Source: an optimization exercise on an open RTL-to-GDS flow (aim: small area). Production flows keep margins and buffers that such runs may drop. Function was checked by simulation only, so behaviour that the tests miss may differ from the original. No driver is modelled on the clock port, so clocking that relies on it looks cheaper here than on a real chip.

==> run a: inputs <==
// fft_8point
module fft_8point(
    input clk,
    input rst,
    input  signed [15:0] x_real_0, input signed [15:0] x_imag_0,
    input  signed [15:0] x_real_1, input signed [15:0] x_imag_1,
    input  signed [15:0] x_real_2, input signed [15:0] x_imag_2,
    input  signed [15:0] x_real_3, input signed [15:0] x_imag_3,
    input  signed [15:0] x_real_4, input signed [15:0] x_imag_4,
    input  signed [15:0] x_real_5, input signed [15:0] x_imag_5,
    input  signed [15:0] x_real_6, input signed [15:0] x_imag_6,
    input  signed [15:0] x_real_7, input signed [15:0] x_imag_7,
    output signed [15:0] X_real_0, output signed [15:0] X_imag_0,
    output signed [15:0] X_real_1, output signed [15:0] X_imag_1,
    output signed [15:0] X_real_2, output signed [15:0] X_imag_2,
    output signed [15:0] X_real_3, output signed [15:0] X_imag_3,
    output signed [15:0] X_real_4, output signed [15:0] X_imag_4,
    output signed [15:0] X_real_5, output signed [15:0] X_imag_5,
    output signed [15:0] X_real_6, output signed [15:0] X_imag_6,
    output signed [15:0] X_real_7, output signed [15:0] X_imag_7
);
  wire n1 = ~x_real_0[0];
  ...
clock: 10.0 ns
lec_check: 0
cap_margin: 20
core_margin: 2
core_utilization: 60
cts_buf_list: sky130_fd_sc_hd__clkbuf_16
cts_cluster_diameter: 120
cts_cluster_size: 28
slew_margin: 20
synth_hierarchical: 1
synth_minimum_keep_size: 0
standard.sh (not shown) runs the stock make flow with config.mk's settings and CLKGATE_MAP_FILE= SYNTH_SCRIPT=/design/flow/synth_recipe.tcl, a recipe that flattens the netlist after the stock synthesis.
==> flow/flow/run.sh <==
#!/bin/bash
# The standard layout (standard.sh: unchanged synthesis and steps) with two
# layout settings changed:
#  - the port buffers use the smallest buffer cell (buf_1);
#  - CTS: clkbuf_16 leaf buffers over clusters of up to 28 registers, clkbuf_8
#    for the tree above them, and no dummy clock loads.
export BUFFER_PORTS_ARGS="-buffer_cell sky130_fd_sc_hd__buf_1"
export CTS_ARGS="-sink_clustering_enable -repair_clock_nets -buf_list {sky130_fd_sc_hd__clkbuf_8 sky130_fd_sc_hd__clkbuf_16} -sink_clustering_size 28 -sink_clustering_max_diameter 120 -tree_buf sky130_fd_sc_hd__clkbuf_8 -root_buf sky130_fd_sc_hd__clkbuf_8 -dont_use_dummy_load"
bash standard.sh > standard.log 2>&1
==> run b: changes against run a <==
==> flow/flow/run.sh (replaced) <==
#!/bin/bash
# The standard layout (standard.sh: unchanged synthesis and steps) with two
# settings changed: buf_1 as the port buffer cell, and no dummy clock loads in CTS.
export BUFFER_PORTS_ARGS="-buffer_cell sky130_fd_sc_hd__buf_1"
export CTS_ARGS="-sink_clustering_enable -repair_clock_nets -buf_list sky130_fd_sc_hd__clkbuf_16 -sink_clustering_size 26 -sink_clustering_max_diameter 140 -dont_use_dummy_load"
bash standard.sh > standard.log 2>&1
- CTS_CLUSTER_DIAMETER: 120 -> 100
==> flow_summary_export.csv <==
group,metric,value,unit
routing,drt-met1-wl,37400,µm
global_routing,antenna_found_initial,7,
global_routing,grt_pass1_wl,138000,µm
timing,layout_setup_ws,0.312,ns
global_routing,globalRouteMet3Util,0.0397,
setup_path,worstPathArrival,10.14,ns
clock_network,clkTransAtPathRegs,0.10,ns
finish,seq_share,0.349,
status,outcome,"complete, no violations",
finish,clockBufferCount,34,
That was run b.
==> flow_summary_export.csv <==
group,metric,value,unit
status,outcome,"complete, no violations",
routing,drt-met1-wl,36900,µm
floorplan,num_tap_cells,864,
setup_path,worstPathArrival,10.31,ns
global_routing,antenna_found_initial,6,
finish,seq_share,0.350,
clock_network,clkTransAtPathRegs,0.11,ns
global_routing,globalRouteMet3Util,0.0426,
global_routing,grt_pass1_wl,138000,µm
That was run a.


==> inputs of exp/violet <==
Starting RTL as in the previous note.
==> flow/config.mk <==
export PLATFORM = sky130hd
export DESIGN_NAME = fft_8point
export DESIGN_NICKNAME = fft_8point
export VERILOG_FILES = /design/flow/design.v
export SDC_FILE = /design/flow/constraint.sdc
export NUM_CORES = 4
export LEC_CHECK = 0
export CAP_MARGIN = 20
export CORE_MARGIN = 2
export CORE_UTILIZATION = 60
export CTS_BUF_LIST = sky130_fd_sc_hd__clkbuf_16
export CTS_CLUSTER_DIAMETER = 100
export CTS_CLUSTER_SIZE = 28
export SLEW_MARGIN = 20
export SYNTH_HIERARCHICAL = 1
export SYNTH_MINIMUM_KEEP_SIZE = 0
==> flow/constraint.sdc <==
create_clock -name core_clock -period 10.0 [get_ports {clk}]
set_input_delay 2.0000 -clock core_clock [delete_from_list [all_inputs] [get_ports {clk}]]
set_output_delay 2.0000 -clock core_clock [all_outputs]
set_load 0.01 [all_outputs]
==> flow/flow/run.sh <==
#!/bin/bash
# The standard layout (standard.sh: unchanged synthesis and steps) with two
# settings changed: buf_1 as the port buffer cell, and no dummy clock loads in CTS.
export BUFFER_PORTS_ARGS="-buffer_cell sky130_fd_sc_hd__buf_1"
export CTS_ARGS="-sink_clustering_enable -repair_clock_nets -buf_list sky130_fd_sc_hd__clkbuf_16 -sink_clustering_size 28 -sink_clustering_max_diameter 120 -tree_buf sky130_fd_sc_hd__clkbuf_4 -root_buf sky130_fd_sc_hd__clkbuf_8 -dont_use_dummy_load"
bash standard.sh > standard.log 2>&1
==> inputs of exp/sierra, as changes to exp/violet <==
==> flow/flow/run.sh (replaced) <==
#!/bin/bash
# The standard layout (standard.sh, unchanged synthesis and steps); the only
# difference is the cell used for the port buffers: buf_1 instead of the default.
export BUFFER_PORTS_ARGS="-buffer_cell sky130_fd_sc_hd__buf_1"
bash standard.sh > standard.log 2>&1
CTS_CLUSTER_DIAMETER = 70   (was 100)
CTS_CLUSTER_SIZE = 36   (was 28)
==> inputs of exp/xenon, as changes to exp/violet <==
==> flow/run.sh (new file) <==
#!/bin/bash
# synth_recipe.tcl (not shown) runs the flow's synth.tcl, then flattens the netlist and writes it again
# the make line also repeats each setting of config.mk as NAME=value (left out here)
make -C /OpenROAD-flow-scripts/flow DESIGN_CONFIG=/design/flow/config.mk WORK_HOME=/design/flow/orfs CLKGATE_MAP_FILE= SYNTH_SCRIPT=/design/flow/synth_recipe.tcl finish
removed: flow/flow/run.sh
removed: flow/standard.sh
==> inputs of exp/maple, as changes to exp/violet <==
==> flow/flow/run.sh (replaced) <==
#!/bin/bash
# The standard layout (standard.sh: unchanged synthesis and steps) with two
# settings changed: buf_1 as the port buffer cell, and no dummy clock loads in CTS.
export BUFFER_PORTS_ARGS="-buffer_cell sky130_fd_sc_hd__buf_1"
export CTS_ARGS="-sink_clustering_enable -repair_clock_nets -buf_list sky130_fd_sc_hd__clkbuf_16 -sink_clustering_size 28 -sink_clustering_max_diameter 120 -tree_buf sky130_fd_sc_hd__clkbuf_8 -root_buf sky130_fd_sc_hd__clkbuf_8 -dont_use_dummy_load"
bash standard.sh > standard.log 2>&1
CORE_UTILIZATION = 70   (was 60)
==> comparison <==
Global-route usage, lowest first: exp/violet, exp/sierra, exp/xenon, exp/maple.
Via count: exp/violet < exp/sierra < exp/xenon < exp/maple.
Non-clock buffer count is the same in exp/maple and exp/sierra.
Sequential share of layout area, highest first: exp/maple, exp/violet, exp/sierra, exp/xenon.
Between exp/maple and exp/violet, the lower final cell count is in exp/maple (gap 2.4%, measured against exp/violet).
Synthesized cell count is the same in exp/violet and exp/maple.
Clock skew: exp/violet > exp/sierra > exp/xenon > exp/maple.


==> 05-12: inputs <==
Starting RTL as in the previous note.
Settings: LEC_CHECK=0, CAP_MARGIN=20, CORE_MARGIN=2, CORE_UTILIZATION=60, CTS_BUF_LIST=sky130_fd_sc_hd__clkbuf_16, CTS_CLUSTER_DIAMETER=120, CTS_CLUSTER_SIZE=28, SLEW_MARGIN=20, SYNTH_HIERARCHICAL=1, SYNTH_MINIMUM_KEEP_SIZE=0; clock period 10.0 ns.
==> flow/flow/run.sh <==
#!/bin/bash
# The standard layout (standard.sh: unchanged synthesis and steps) with two
# layout settings changed:
#  - the port buffers use the smallest buffer cell (buf_1);
#  - CTS: clkbuf_16 leaf buffers over clusters of up to 28 registers, clkbuf_8
#    for the tree above them, and no dummy clock loads.
export BUFFER_PORTS_ARGS="-buffer_cell sky130_fd_sc_hd__buf_1"
export CTS_ARGS="-sink_clustering_enable -repair_clock_nets -buf_list sky130_fd_sc_hd__clkbuf_16 -sink_clustering_size 28 -sink_clustering_max_diameter 120 -tree_buf sky130_fd_sc_hd__clkbuf_8 -root_buf sky130_fd_sc_hd__clkbuf_8 -dont_use_dummy_load"
bash standard.sh > standard.log 2>&1
==> inputs of 10-19, as changes to 05-12 <==
==> flow/flow/run.sh (replaced) <==
#!/bin/bash
# The standard layout (standard.sh, unchanged synthesis and steps); the only
# difference is the cell used for the port buffers: buf_1 instead of the default.
export BUFFER_PORTS_ARGS="-buffer_cell sky130_fd_sc_hd__buf_1"
bash standard.sh > standard.log 2>&1
Settings changed: CTS_BUF_LIST sky130_fd_sc_hd__clkbuf_16 to sky130_fd_sc_hd__clkbuf_8, CTS_CLUSTER_DIAMETER 120 to 60, CTS_CLUSTER_SIZE 28 to 14.
==> inputs of 01-16, as changes to 05-12 <==
==> flow/flow/run.sh (replaced) <==
#!/bin/bash
# The standard layout (standard.sh, unchanged synthesis and steps); the only
# difference is the cell used for the port buffers: buf_1 instead of the default.
export BUFFER_PORTS_ARGS="-buffer_cell sky130_fd_sc_hd__buf_1"
bash standard.sh > standard.log 2>&1
Settings changed: CTS_CLUSTER_DIAMETER 120 to 80, CTS_CLUSTER_SIZE 28 to 32.
==> inputs of 11-17, as changes to 05-12 <==
==> flow/flow/run.sh (replaced) <==
#!/bin/bash
# The standard layout (standard.sh: unchanged synthesis and steps) with two
# layout settings changed:
#  - the port buffers use the smallest buffer cell (buf_1);
#  - CTS: clkbuf_16 leaf buffers over clusters of up to 28 registers, clkbuf_8
#    for the tree above them, and no dummy clock loads.
export BUFFER_PORTS_ARGS="-buffer_cell sky130_fd_sc_hd__buf_1"
export CTS_ARGS="-sink_clustering_enable -repair_clock_nets -buf_list sky130_fd_sc_hd__clkbuf_16 -sink_clustering_size 30 -sink_clustering_max_diameter 110 -tree_buf sky130_fd_sc_hd__clkbuf_8 -root_buf sky130_fd_sc_hd__clkbuf_8 -dont_use_dummy_load"
bash standard.sh > standard.log 2>&1
==> flow_summary_export.csv <==
group,metric,value,unit
outcome,outcome,"complete, no violations",
layout,nets,4534,
min_path,hold_end,"r3_46r[12]",
layout,layout.nonclk_buf_share,4.51,%
layout,seq_area_share,35.0,%
timing,timing.final.crit_period,9690,ps
layout,area_delta_synth_final,9.04,%
timing,timing.fmax,0.103,GHz
layout,drive_gt1_share,1.29,%
timing,max_slew_margin,40.1,%
That was 05-12.
==> flow_summary_export.csv <==
group,metric,value,unit
outcome,outcome,"complete, no violations",
timing,timing.fmax,0.104,GHz
layout,seq_area_share,35.0,%
timing,max_slew_margin,41.7,%
layout,area_delta_synth_final,8.96,%
layout,nets,4533,
timing,timing.final.crit_period,9650,ps
That was 11-17.
==> flow_summary_export.csv <==
group,metric,value,unit
layout,seq_area_share,34.6,%
outcome,outcome,"complete, no violations",
layout,nets,4572,
layout,layout.nonclk_buf_share,4.46,%
layout,drive_gt1_share,3.07,%
min_path,hold_end,"r3_46r[11]",
layout,area_delta_synth_final,10.3,%
timing,max_slew_margin,41.5,%
timing,timing.final.crit_period,9680,ps
That was 10-19.
==> flow_summary_export.csv <==
group,metric,value,unit
outcome,outcome,"complete, no violations",
layout,nets,4540,
layout,area_delta_synth_final,10.4,%
timing,timing.final.crit_period,9680,ps
layout,seq_area_share,34.6,%
timing,timing.fmax,0.103,GHz
That was 01-16.

port drivers added, routing unchanged:
In the flow no input, the clock included, has a driving cell. The finished layouts below were timed again as built, in two steps. Step 1, drivers: a clkbuf_16 drives clk and a buf_2 each remaining input, both assumed. Step 2 moves the port delays by t, midway between the first and last clock arrival at a register: inputs arrive t later, outputs are due t later. That takes back most of the time a late clock gives input paths. a / b / c = ideal ports / drivers / drivers and shift; a / b = the first two.
| run | t (ns) | setup WS [ns] | clock arrival spread, ns | pins driven straight from the clock port |
|---|---|---|---|---|
| run a | 0.810 | 0.310 / 0.310 / 0.310 | 0.078 / 0.078 | 1 |
| run b | 0.631 | 0.312 / 0.312 / 0.312 | 0.030 / 0.030 | 1 |
| exp/violet | 0.810 | 0.310 / 0.310 / 0.310 | 0.078 / 0.078 | 1 |
| exp/sierra | 0.669 | 0.301 / 0.301 / 0.301 | 0.059 / 0.059 | 1 |
| exp/xenon | 0.657 | 0.273 / 0.247 / 0.273 | 0.054 / 0.054 | 1 |
| exp/maple | 0.790 | 0.343 / 0.343 / 0.343 | 0.033 / 0.033 | 1 |
| 05-12 | 0.810 | 0.310 / 0.310 / 0.310 | 0.078 / 0.078 | 1 |
| 10-19 | 0.743 | 0.324 / 0.324 / 0.324 | 0.051 / 0.052 | 1 |
| 01-16 | 0.655 | 0.321 / 0.321 / 0.321 | 0.052 / 0.051 | 1 |
| 11-17 | 0.798 | 0.348 / 0.348 / 0.348 | 0.122 / 0.123 | 1 |
After both steps setup and hold are still met in every run listed.
